This is an optimization exercise on Yosys and OpenROAD, whose aim is small area, a short achievable clock period and few clock cycles, not a production implementation.
The RTL was checked by simulation tests, not by an equivalence proof against the original design.

File: config.mk
export PLATFORM = sky130hd
export DESIGN_NAME = escape_time_mdbrot
export DESIGN_NICKNAME = escape_time_mdbrot
export VERILOG_FILES = /design/flow/design.v
export SDC_FILE = /design/flow/constraint.sdc
export NUM_CORES = 4
export LEC_CHECK = 0
export CAP_MARGIN = 20
export CORE_MARGIN = 2
export CORE_UTILIZATION = 40
export PLACE_DENSITY = 0.6
export SLEW_MARGIN = 20
File: constraint.sdc
create_clock -name core_clock -period 20.0 [get_ports {clk}]
set_input_delay 4.0000 -clock core_clock [delete_from_list [all_inputs] [get_ports {clk}]]
set_output_delay 4.0000 -clock core_clock [all_outputs]
set_load 0.01 [all_outputs]
File: design.v
`timescale 1ns / 1ps
module qadd #(
	parameter Q = 15,
	parameter N = 32
	)
	(
    input [N-1:0] a,
    input [N-1:0] b,
    output [N-1:0] c
    );
reg [N-1:0] res;
assign c = res;
always @* begin
	if(a[N-1] == b[N-1]) begin						 
		res[N-2:0] = a[N-2:0] + b[N-2:0];		 
		res[N-1] = a[N-1];							 
		end												 
	else if(a[N-1] == 0 && b[N-1] == 1) begin		 
		if( a[N-2:0] > b[N-2:0] ) begin					 
			res[N-2:0] = a[N-2:0] - b[N-2:0];			 
			res[N-1] = 0;										 
			end
		else begin												 
			res[N-2:0] = b[N-2:0] - a[N-2:0];			 
			if (res[N-2:0] == 0)
				res[N-1] = 0;										 
			else
				res[N-1] = 1;										 
			end
		end
	else begin												 
		if( a[N-2:0] > b[N-2:0] ) begin					 
			res[N-2:0] = a[N-2:0] - b[N-2:0];			 
			if (res[N-2:0] == 0)
				res[N-1] = 0;										 
			else
				res[N-1] = 1;										 
			end
		else begin												 
			res[N-2:0] = b[N-2:0] - a[N-2:0];			 
			res[N-1] = 0;										 
			end
		end
	end
endmodule
`timescale 1ns / 1ps
module qmult #(
	parameter Q = 15,
	parameter N = 32
	)
	(
	 input			[N-1:0]	i_multiplicand,
	 input			[N-1:0]	i_multiplier,
	 output			[N-1:0]	o_result
	 );
	reg [2*N-1:0]	r_result;		 
	reg [N-1:0]		r_RetVal;
	assign o_result = r_RetVal;	 
	always @*	begin						 
		r_result = i_multiplicand[N-2:0] * i_multiplier[N-2:0];	 
		end
	always @* begin													 
		r_RetVal[N-1] = i_multiplicand[N-1] ^ i_multiplier[N-1];	 
		r_RetVal[N-2:0] = r_result[N-2+Q:Q];								 
		end
endmodule
module escape_time_mdbrot(input logic clk, input logic rst, input logic start,
                          input logic [12:0] max_iter, input logic [31:0] xmin, input logic [31:0] xmax, input logic [31:0] ymin, input logic [31:0] ymax, input logic [31:0] Xscale, input logic [31:0] Yscale,
                          output logic [7:0] vga_x, output logic [6:0] vga_y, output logic [2:0] vga_colour, output logic vga_plot,
                          output logic ready);
localparam [1:0] S_IDLE = 2'd0;
localparam [1:0] S_INIT = 2'd1;
localparam [1:0] S_RUN  = 2'd2;
logic [1:0] state;
logic        xs_s, ys_s;           
logic [15:0] xs_m, ys_m;           
logic [12:0] mi_r;                 
logic        mi0, mi1;             
logic [24:0] gcx, gcy;             
logic [7:0]  gx;
logic [6:0]  gy;
logic        gdir;                 
logic        gval;                 
logic        v1, fin1;
logic [21:0] x1, y1;
logic [12:0] rem1;                 
logic [24:0] cx1, cy1;
logic [7:0]  px1;
logic [6:0]  py1;
logic        v2, fin2, sxy2;
logic [22:0] xx2, yy2;             
logic [21:0] xy2;                  
logic [12:0] rem2;
logic [24:0] cx2, cy2;
logic [7:0]  px2;
logic [6:0]  py2;
function automatic logic big25(input logic [24:0] v);
     big25 = (v[24:21] != 4'b0000) && (v[24:21] != 4'b1111);
endfunction
function automatic logic [42:0] square(input logic [20:0] a, input logic s);
     logic [42:0] acc;
     acc = {21'd0, a, s} & {43{s}};
     for (int i = 0; i < 21; i++) begin
          acc = acc + ((43'(a[i]) << (2 * i)) |
                       ((43'(a >> (i + 1)) & {43{a[i]}}) << (2 * i + 2)));
     end
     square = acc;
endfunction
logic        sx1, sy1;
logic [20:0] xa1, ya1;
logic [42:0] xxf, yyf;
logic [42:0] xyf;
assign sx1 = x1[21];
assign sy1 = y1[21];
assign xa1 = x1[20:0] ^ {21{sx1}};
assign ya1 = y1[20:0] ^ {21{sy1}};
assign xxf = square(xa1, sx1);
assign yyf = square(ya1, sy1);
assign xyf = 43'(xa1) * 43'(ya1) + (43'(xa1) & {43{sy1}}) + (43'(ya1) & {43{sx1}}) + 43'(sx1 & sy1);
always_ff @(posedge clk) begin
     xx2  <= xxf[42:20];
     yy2  <= yyf[42:20];
     xy2  <= xyf[41:20];
     sxy2 <= sx1 ^ sy1;
     fin2 <= fin1;
     rem2 <= rem1;
     cx2  <= cx1;
     cy2  <= cy1;
     px2  <= px1;
     py2  <= py1;
end
logic [23:0] mag2;
logic        esc, stop_now, fin_next, finish, take;
logic [24:0] xn, yn, xy2x;
assign mag2 = {1'b0, xx2} + {1'b0, yy2};
assign esc = mag2[23] | mag2[22];                     
assign stop_now = fin2 | esc;
assign xn = {2'b00, xx2} - {2'b00, yy2} + cx2;
assign xy2x = {2'b00, xy2, 1'b0};
assign yn = sxy2 ? cy2 - xy2x : cy2 + xy2x;
assign fin_next = (rem2 == 13'd1) | big25(xn) | big25(yn);
assign finish = v2 & (stop_now | fin_next);
assign take = gval & (state == S_RUN) & (~v2 | finish);
logic [2:0] dcol, col;
logic       maxed;
assign dcol = mi_r[2:0] - rem2[2:0];
assign col = dcol + (stop_now ? 3'd1 : 3'd2);
assign maxed = stop_now ? (rem2 == 13'd0) : (rem2 == 13'd1);
always_ff @(posedge clk) begin
     if (take) begin
          x1   <= gcx[21:0];
          y1   <= gcy[21:0];
          cx1  <= gcx;
          cy1  <= gcy;
          px1  <= gx;
          py1  <= gy;
          rem1 <= mi0 ? 13'd0 : mi_r;
          fin1 <= mi0 | mi1 | big25(gcx) | big25(gcy);
     end else begin
          x1   <= xn[21:0];
          y1   <= yn[21:0];
          cx1  <= cx2;
          cy1  <= cy2;
          px1  <= px2;
          py1  <= py2;
          rem1 <= rem2 - 13'd1;
          fin1 <= 1'b0;
     end
     vga_x      <= px2;
     vga_y      <= py2;
     vga_colour <= maxed ? 3'd0 : col;
end
always_ff @(posedge clk) begin
     if (!rst) begin
          v1       <= 1'b0;
          v2       <= 1'b0;
          vga_plot <= 1'b0;
     end else begin
          v1       <= take | (v2 & ~finish);
          v2       <= v1;
          vga_plot <= finish;
     end
end
logic        gwrap;
logic [24:0] gcx_a, gcy_a;
logic [23:0] gcx_b, gcy_b;
logic        gcx_s, gcy_s;
assign gwrap = gdir ? (gy == 7'd0) : (gy == 7'd119);
assign gcx_a = (state == S_INIT) ? 25'd0 : gcx;
assign gcx_b = (state == S_INIT) ? gcx[23:0] : {8'd0, xs_m};
assign gcx_s = (state == S_INIT) ? gcx[24] : xs_s;
assign gcy_a = (state == S_INIT) ? 25'd0 : gcy;
assign gcy_b = (state == S_INIT) ? gcy[23:0] : {8'd0, ys_m};
assign gcy_s = (state == S_INIT) ? gcy[24] : (ys_s ^ gdir);
logic [24:0] gcx_sum, gcy_sum;
assign gcx_sum = gcx_a + {gcx_s, gcx_b ^ {24{gcx_s}}} + 25'(gcx_s);
assign gcy_sum = gcy_a + {gcy_s, gcy_b ^ {24{gcy_s}}} + 25'(gcy_s);
always_ff @(posedge clk) begin
     if (!rst) begin
          state <= S_IDLE;
          ready <= 1'b1;
          gval  <= 1'b0;
     end else begin
          case (state)
               S_IDLE: begin
                    gval <= 1'b0;
                    if (start) begin
                         state <= S_INIT;
                         ready <= 1'b0;
                    end
               end
               S_INIT: begin
                    gval  <= 1'b1;
                    state <= S_RUN;
               end
               default: begin
                    if (take && gwrap && gx == 8'd159) gval <= 1'b0;
                    if (!gval && !v1 && !v2) begin
                         state <= S_IDLE;
                         ready <= 1'b1;
                    end
               end
          endcase
     end
end
always_ff @(posedge clk) begin
     case (state)
          S_IDLE: begin
               xs_s <= Xscale[31];
               xs_m <= Xscale[15:0];
               ys_s <= Yscale[31];
               ys_m <= Yscale[15:0];
               mi_r <= max_iter;
               gcx  <= {xmin[31], 1'b0, xmin[22:0]};
               gcy  <= {ymin[31], 1'b0, ymin[22:0]};
               gx   <= 8'd0;
               gy   <= 7'd0;
               gdir <= 1'b0;
          end
          S_INIT: begin
               mi0  <= (mi_r == 13'd0);
               mi1  <= (mi_r == 13'd1);
               mi_r <= mi_r - 13'd1;
               gcx  <= gcx_sum;
               gcy  <= gcy_sum;
          end
          default: begin
               if (take) begin
                    if (gwrap) begin
                         gx   <= gx + 8'd1;
                         gdir <= ~gdir;
                         gcx  <= gcx_sum;
                    end else begin
                         gy   <= gdir ? gy - 7'd1 : gy + 7'd1;
                         gcy  <= gcy_sum;
                    end
               end
          end
     endcase
end
endmodule
File: run.sh
#!/bin/bash
# synth_recipe.tcl (not shown) runs the flow's synth.tcl, then flattens the netlist and writes it again
# the make line also repeats each setting of config.mk as NAME=value (left out here)
make -C /OpenROAD-flow-scripts/flow DESIGN_CONFIG=/design/flow/config.mk WORK_HOME=/design/flow/orfs CLKGATE_MAP_FILE= SYNTH_SCRIPT=/design/flow/synth_recipe.tcl finish
==> reports/results.md <==
* 5,345 — Synth Instances
* 40.2% — initial standard-cell utilization of the core
* 37,439 — vias in the first global route
* 6,901 — number of nets in the synthesized netlist
* 117 — number of buffer cells added on primary ports
* 0 — antenna-violating nets left
* 20.48 ns — Critical Path RT
* x1[21]$_DFF_P_ — critical path launch point
* 1.02 ns — Max stage delay on crit path
* 0 — Post-CTS Repair Setup Buffers
* 131 — total number of placement rows
* 11.29 ns — CP Data Arrival Time
* 3 — buffer depth of the longest clock path
* 0.61 ns — clock latency on the worst-skew pair
* 19.5% — Overall Global Routing Usage
* 0 ns — setup TNS
* 18.3% — share of the yosys chip area belonging to registers
* 0.07 ns — clock transition at the registers of the reported paths
* 13.0% — ratio of cells with drive above 1 in the final layout
* 9.18 ns — flop2flop setup slack
* 0 — number of maximum-capacitance constraint violations
* sky130_fd_sc_hd__fa_1 29%, sky130_fd_sc_hd__ha_1 15%, sky130_fd_sc_hd__dfxtp_1 12% — cells taking the most area after synthesis
* 0 — final-report max-slew violation count
* 0.0648 ns — worst-case clock skew
* 0 — CTS Hold Buffers Added
* 0 — CTS-repair resized insts
* 0.131 sq mm — Total Die Area
* 0.0925 GHz — Fmax
* 204,000 um — wire length of the first global-routing pass
* 12,394 — filler cell count in the final layout
* flop — type of element capturing the critical path
* 2 — H-tree levels
* 1.07 ns — actual slew at the worst max-slew pin
* 1 — warning count from the yosys run
* 17.6 um — WL/cell
* sky130_fd_sc_hd__fa_1 — most numerous cell on the critical path
* 0 — count of final hold-check violations
* 9.18 ns — Final Worst Setup Slack
* 76 — largest net degree at the start of global routing
* yes — CTS tree
* 228 — top-level I/O count
* 9.12 ns — post-placement setup slack
* 115 — Post-synth EDFFs
* 410 — #FFs+latches synth
* 93,600 um — Final HPWL DP
* 5 — antenna violations before repair
* flop to flop — type of the worst setup path
* 0.127 sq mm — Core ar.
* sky130_fd_sc_hd__inv_1 — cell with the most instances after synthesis
* 77 — number of distinct library cells after synthesis
* flop — type of origin of the critical path
* 44 — cts bufs inserted
* 35,514 — via count
* 124,000 um — DRT Wirelength
* timing/DRC/antenna clean — outcome
* 362 um — overall die width
* 0 — residual overflow from global routing
* 6,911 — # nets final
* 1,869 — number of DRC violations after detailed-routing iteration 0
* 0.843 — weighted congestion at the end of routability-driven global placement
* 9.58 sq um — average footprint of a synthesized cell
* no — RSZ-0062 raised after global routing
* 5 — first-pass iteration count of the detailed router
* 10.82 ns — time the final worst path needs with I/O delays and setup
* 0 — final routed DRC violation total
* 5.03 — via density per instance
* 8.67% — layout overhead on the synthesized area
* 911 x sky130_fd_sc_hd__inv_1, 751 x sky130_fd_sc_hd__fa_1, 605 x sky130_fd_sc_hd__nor2_1 — Commonest cells post-synth
* 0.0512 sq mm — netlist area before placement
* sky130_fd_sc_hd__clkbuf_16 — clock tree root driver cell
* sky130_fd_sc_hd__dfxtp_2 — cell with the largest stage delay on the worst path
* 0% — FFs w/ async S/R, synth
* 0 — setup violators final
* 362 um — die height
* x1[21]$_DFF_P_ — critical register-to-register path startpoint
* 39 — Worst Path Max Fanout
* sky130_fd_sc_hd__dfxtp_1 — Most used DFF post-synth
* sky130_fd_sc_hd__fa_1 — largest area contributor in the netlist
* flop to flop — path type of the worst min-delay path
* 28.4% — Slew headroom
* 54.1% — Final period util
* 410 — clock tree sinks
* 29.4% — area share of the largest cell type after synthesis
* cx1[6]$_DFF_P_ — min-delay src
==> sequential cells by signal (all words and copies together), names as in the netlist, 13 cells and up <==
name  count
cx2      25
rem1     13
xy2      22
mi_r     13
rem2     13
cx1      25
xx2      23
cy2      25
cy1      25
y1       21
gcx      25
xs_m     16
yy2      23
x1       22
ys_m     16
gcy      25
==> worst paths after layout <==
kind | endpoint | cells after the start
max | xy2[21]$_DFF_P_ | 28
min | cx2[6]$_DFF_P_ | 0
max reg2reg | xy2[21]$_DFF_P_ | 28
min reg2reg | cx2[6]$_DFF_P_ | 0
==> per-stage QoR <==
step,hold WS [ns],cell area [sq um],std cells,util [%]
4_1_cts,0.322,55600,7052,43.7
3_3_place_gp,0.310,54100,6970,42.5
2_1_floorplan,0.310,51200,5345,-
6_report,0.320,55600,7054,43.7
3_5_place_dp,0.312,54100,6970,42.5
5_1_grt,0.330,55600,7053,43.7
==> cell families after synthesis <==
| kind of cell | share of synthesized area (%) |
|---|---|
| simple gates | 14.8 |
| fa+ha+maj | 44.0 |
| xor+xnor | 4.49 |
| buf+inv | 8.45 |
| flops | 18.3 |
| compound gates | 6.54 |
| mux | 3.45 |
==> layout by cell type (no fill, tap or decap), types with 24 or more instances in the layout <==
| master | count |
|---|---|
| sky130_fd_sc_hd__o21a_1 | 36 |
| sky130_fd_sc_hd__clkdlybuf4s50_1 | 117 |
| sky130_fd_sc_hd__xnor2_1 | 152 |
| sky130_fd_sc_hd__dfxtp_1 | 293 |
| sky130_fd_sc_hd__nor2_1 | 604 |
| sky130_fd_sc_hd__o21bai_1 | 24 |
| sky130_fd_sc_hd__nand3_1 | 36 |
| sky130_fd_sc_hd__buf_4 | 69 |
| sky130_fd_sc_hd__nor3_1 | 50 |
| sky130_fd_sc_hd__a21oi_1 | 144 |
| sky130_fd_sc_hd__inv_1 | 911 |
| sky130_fd_sc_hd__a21o_1 | 62 |
| sky130_fd_sc_hd__fa_1 | 751 |
| sky130_fd_sc_hd__nand2b_1 | 75 |
| sky130_fd_sc_hd__mux2_2 | 86 |
| sky130_fd_sc_hd__mux2i_1 | 51 |
| sky130_fd_sc_hd__clkbuf_16 | 46 |
| sky130_fd_sc_hd__nand2_1 | 125 |
| sky130_fd_sc_hd__ha_1 | 597 |
| sky130_fd_sc_hd__edfxtp_1 | 115 |
| sky130_fd_sc_hd__xor2_1 | 108 |
| sky130_fd_sc_hd__a211oi_1 | 25 |
| sky130_fd_sc_hd__o21ai_0 | 120 |
| sky130_fd_sc_hd__or2_2 | 444 |
| sky130_fd_sc_hd__and2_1 | 57 |
| sky130_fd_sc_hd__nor2b_1 | 30 |
==> worst max-delay path: cells and delay by family (launching register included) <==
kind / cells / cell delay, ns
AO/OA/AOI/OAI: 10 / 3.90
AND/OR/NAND/NOR: 3 / 0.95
flip-flops: 1 / 1.02
buffers and inverters: 6 / 0.71
adder cells (fa/ha/maj): 9 / 4.07
==> layer usage <==
layer / up-vias / wire, um / track usage [%] / part of all wire (%)
li1: 16819 / - / - / -
met1: 17813 / 57400 / 27.1 / 46
met2: 735 / 58400 / 32.8 / 47
met3: 143 / 5910 / 2.29 / 4.8
met4: 4 / 2500 / 3.91 / 2.0
met5: - / 25 / 0 / 0.020
==> area by class of cell <==
type	count	area, sq um	share of cell area, %
Clock buffer	55	1240	2.24
Sequential cell	410	9360	16.8
Antenna cell	1	2.50	0.00450
Multi-Input combinational cell	3801	37500	67.5
Timing Repair Buffer	187	1720	3.09
Clock inverter	27	278	0.499
Inverter	911	3420	6.15
Tap cell	1662	2080	3.74
Testbench counts, summed over its fixed seeds: cycles 2,630,833.

## re-timing with driven ports
The flow's constraints put no driver on any port. The routed layout listed below was extracted and timed again, unchanged, in two steps.
Step 1 assumes that a clkbuf_16 drives the clock port and a buf_2 every other input.
Step 2 times the ports against the registers' clock, not the clock port: input delays grow and output delays shrink by t, the midpoint of the rising clock arrivals with the driver on.
a / b / c = ideal / step 1 / step 2; a / b = the first two.
t (ns): 0.645
setup slack, ns: 9.185 / 9.185 / 9.185
worst setup path after step 2: register to register
worst register clock-pin slew, ns: 0.07 / 0.07
worst slew at a driven data input, ns: 0.07
After both steps setup and hold are still met in this run. For this run, drivers alone change the setup slack by 0.000 ns; drivers and shift together by 0.000 ns.
